Context: an optimization exercise on an open-source flow, tuned for small area and a short achievable clock period. The choices shown serve that exercise and are no tape-out recipe. Only simulation tests tie the RTL to the original design; equivalence was not proved. No activity file was given, so power comes from the tool's default toggle rates.

// riscv_singlecycle
module riscv_singlecycle
(
    input  logic        clk_i,          
    input  logic        rstn_i,         
    output logic [31:0] imem_addr_o,    
    input  logic [31:0] imem_rdata_i,   
    output logic [31:0] dmem_addr_o,    
    output logic [31:0] dmem_wdata_o,   
    output logic [3:0]  dmem_we_o,      
    input  logic [31:0] dmem_rdata_i,   
    output logic        rd_we_o,        
    output logic [4:0]  rd_addr_o,      
    output logic [31:0] rd_data_o       
);
logic [31:0] instr, pc, pc_next, pc4, ptgt, pimm, early, imm, rs1, rs2, srcb, sum, alu_f, ldata, result;
logic [2:0]  f3;
logic b6, b5, b4, b3, b2, i30;
logic is_alu, is_op, is_branch, is_jump, is_jal, is_store, is_load, is_upper, is_auipc;
logic reg_write, use_rs2, sub, ltu, lt, eq, taken, f3is0, f3is1;
assign instr = imem_rdata_i;
assign f3  = instr[14:12];
assign i30 = instr[30];
  ...
Size: roughly 200 I/O pins, roughly 0.052 sq mm of cells after synthesis.
Settings: LEC_CHECK=0, CAP_MARGIN=0, CORE_MARGIN=2, CORE_UTILIZATION=45, PLACE_DENSITY=0.65, SLEW_MARGIN=0, SYNTH_HIERARCHICAL=1, SYNTH_MINIMUM_KEEP_SIZE=0; clock period 40.0 ns.
standard.sh (not shown) runs the stock make flow with config.mk's settings and CLKGATE_MAP_FILE= SYNTH_SCRIPT=/design/flow/synth_recipe.tcl, a recipe that flattens the netlist after the stock synthesis.
==> flow/flow/run.sh <==
#!/bin/bash
# Layout flow: the standard ORFS flow (standard.sh, all steps) with
# these changes to how the layout is built:
#  - the port buffers are buf_2 cells rather than the default pick, a slow
#    delay cell (timing repair may size them up);
#  - timing repair (floorplan, CTS and global-route steps) aims at a setup
#    slack margin, so the critical paths get sized and buffered although the
#    40 ns clock is met by a wide margin;
#  - clock tree: larger sink clusters and no dummy loads, which needs far
#    fewer clock buffers (flip-flop clock slew stays under the limit).
# Each tool's full output is in orfs/logs/...; this script's in standard.log.
set -euo pipefail
MARGIN=$(cat flow/margin.txt)
bash standard.sh \
    "BUFFER_PORTS_ARGS=-buffer_cell sky130_fd_sc_hd__buf_2" \
    "SETUP_SLACK_MARGIN=${MARGIN}" \
    "CTS_ARGS=-sink_clustering_enable -repair_clock_nets -dont_use_dummy_load -sink_clustering_size 30 -sink_clustering_max_diameter 70" \
    finish > standard.log 2>&1
==> flow/flow/margin.txt <==
18.3
Change:
==> flow/flow/margin.txt (replaced) <==
18.5
Settings changed: CORE_UTILIZATION 45 to 40, PLACE_DENSITY 0.65 to 0.5.
=>
- utilization goes down by 4.6 points
- die area rises by roughly a tenth
- sequential power is about the same
- non-clock buffer count is higher by 83
- global-route usage decreases by 1.6 points
- final cell count is higher by a few percent
- clock power goes up by roughly a tenth
- area after synthesis does not change

========
Starting RTL as in the previous note.
export LEC_CHECK = 0
export CAP_MARGIN = 0
export CORE_MARGIN = 2
export CORE_UTILIZATION = 45
export PLACE_DENSITY = 0.65
export SLEW_MARGIN = 0
export SYNTH_HIERARCHICAL = 1
export SYNTH_MINIMUM_KEEP_SIZE = 0
create_clock -name core_clock -period 40.0 [get_ports {clk_i}]
==> flow/flow/run.sh <==
#!/bin/bash
# Layout flow: the standard ORFS flow (standard.sh, all steps) with
# these changes to how the layout is built:
#  - the port buffers are buf_2 cells rather than the default pick, a slow
#    delay cell (timing repair may size them up);
#  - timing repair aims at a setup slack margin, so the critical paths get
#    sized and buffered although the 40 ns clock is met by a wide margin:
#    margin.txt holds the margin for the steps up to CTS and the one for
#    the global-route step (where repair buys less per unit of area);
#  - clock tree: larger sink clusters and no dummy loads, which needs far
#    fewer clock buffers (flip-flop clock slew stays under the limit).
# Each tool's full output is in orfs/logs/...; this script's in
# standard_cts.log and standard_finish.log.
set -euo pipefail
read -r M_CTS M_GRT < flow/margin.txt
ARGS=(
    "BUFFER_PORTS_ARGS=-buffer_cell sky130_fd_sc_hd__buf_2"
    "CTS_ARGS=-sink_clustering_enable -repair_clock_nets -dont_use_dummy_load -sink_clustering_size 28 -sink_clustering_max_diameter 70"
)
bash standard.sh "${ARGS[@]}" "SETUP_SLACK_MARGIN=${M_CTS}" cts > standard_cts.log 2>&1
bash standard.sh "${ARGS[@]}" "SETUP_SLACK_MARGIN=${M_GRT}" finish > standard_finish.log 2>&1
==> flow/flow/margin.txt <==
18.2 18.0
The first run completed with no timing, DRC or antenna violations.
==> next run, changes <==
==> flow/flow/margin.txt (replaced) <==
18.3 18.1
Effect: The changed run produced a clean layout. Maximum frequency stays flat. Design area is higher slightly. Clock-buffer cell count is unchanged. Hold slack hardly moves. Worst setup slack degrades by 45 ps. Die area stays the same. Routed wire length is about the same. Core utilization is higher by 0.16 points. Via count barely changes. Clock skew is higher by 3.1 ps. First-iteration DRC count is higher by a few percent.
==> next run, changes <==
==> flow/flow/margin.txt (replaced) <==
18.45 18.25
CORE_UTILIZATION = 50   (was 45)
PLACE_DENSITY = 0.75   (was 0.65)
Outcome: The new run completed without violations; fmax is about the same; routed wire length shrinks by 3.3%; power shrinks by 1.7%; sequential power is about the same; combinational power stays flat; flip-flop and latch count stays the same.
==> next run, changes <==
==> flow/flow/run.sh (replaced) <==
#!/bin/bash
# Layout flow: the standard ORFS flow (standard.sh, all steps) with
# these changes to how the layout is built:
#  - the port buffers are buf_2 cells rather than the default pick, a slow
#    delay cell (timing repair may size them up);
#  - timing repair (floorplan, CTS and global-route steps) aims at a setup
#    slack margin, so the critical paths get sized and buffered although the
#    40 ns clock is met by a wide margin;
#  - clock tree: larger sink clusters and no dummy loads, which needs far
#    fewer clock buffers (flip-flop clock slew stays under the limit).
# Each tool's full output is in orfs/logs/...; this script's in standard.log.
set -euo pipefail
MARGIN=$(cat flow/margin.txt)
bash standard.sh \
    "BUFFER_PORTS_ARGS=-buffer_cell sky130_fd_sc_hd__buf_2" \
    "SETUP_SLACK_MARGIN=${MARGIN}" \
    "CTS_ARGS=-sink_clustering_enable -repair_clock_nets -dont_use_dummy_load -sink_clustering_size 30 -sink_clustering_max_diameter 70" \
    finish > standard.log 2>&1
==> flow/flow/margin.txt (replaced) <==
18.5
The changed run went through all stages and came out clean.
Setup slack improved by 310 ps.
Fmax goes up by about 1.4%.
Hold slack barely changes.
First-iteration DRC count goes up by 8.7%.
Utilization goes up by 1.1 points.
Synthesized area is unchanged.
Final area goes up by about 2%.
Sequential cell count stays the same.
Non-clock buffer count goes up by 52.
Register-to-register slack got worse by 150 ps.

-- port drivers added, routing unchanged --
No port has a modelled driver above. Below, the same layouts with a new extraction and two added sets of constraints. Step 1: set_driving_cell puts a clkbuf_16 on clk_i and a buf_2 on each other input, an assumption about the parent block. Step 2, shift: input delay + t, output delay - t, t = (earliest + latest rising clock arrival at the registers) / 2. This alone moves slack from input paths to output paths. Three values: ideal, step 1, step 2; two values: the first two.
run | shift t [ns] | setup slack, ns | latest minus earliest clock arrival (ns) | worst data-port slew with drivers (ns)
the first run of note 1 | 0.719 | 18.184 / 18.149 / 18.149 | 0.097 / 0.097 | 0.06
the second run of note 1 | 0.761 | 18.427 / 18.387 / 18.387 | 0.076 / 0.076 | 0.07
the first run of note 2 | 0.722 | 18.007 / 17.980 / 17.980 | 0.092 / 0.092 | 0.07
the second run of note 2 | 0.731 | 17.962 / 17.917 / 17.917 | 0.095 / 0.095 | 0.06
the third run of note 2 | 0.735 | 17.961 / 17.932 / 17.932 | 0.142 / 0.143 | 0.09
the fourth run of note 2 | 0.759 | 18.266 / 18.201 / 18.201 | 0.157 / 0.158 | 0.09
After both steps setup and hold are still met in every run listed. For the fourth run of note 2, which loses most, drivers alone change the setup slack by -0.065 ns; drivers and shift together by -0.065 ns.
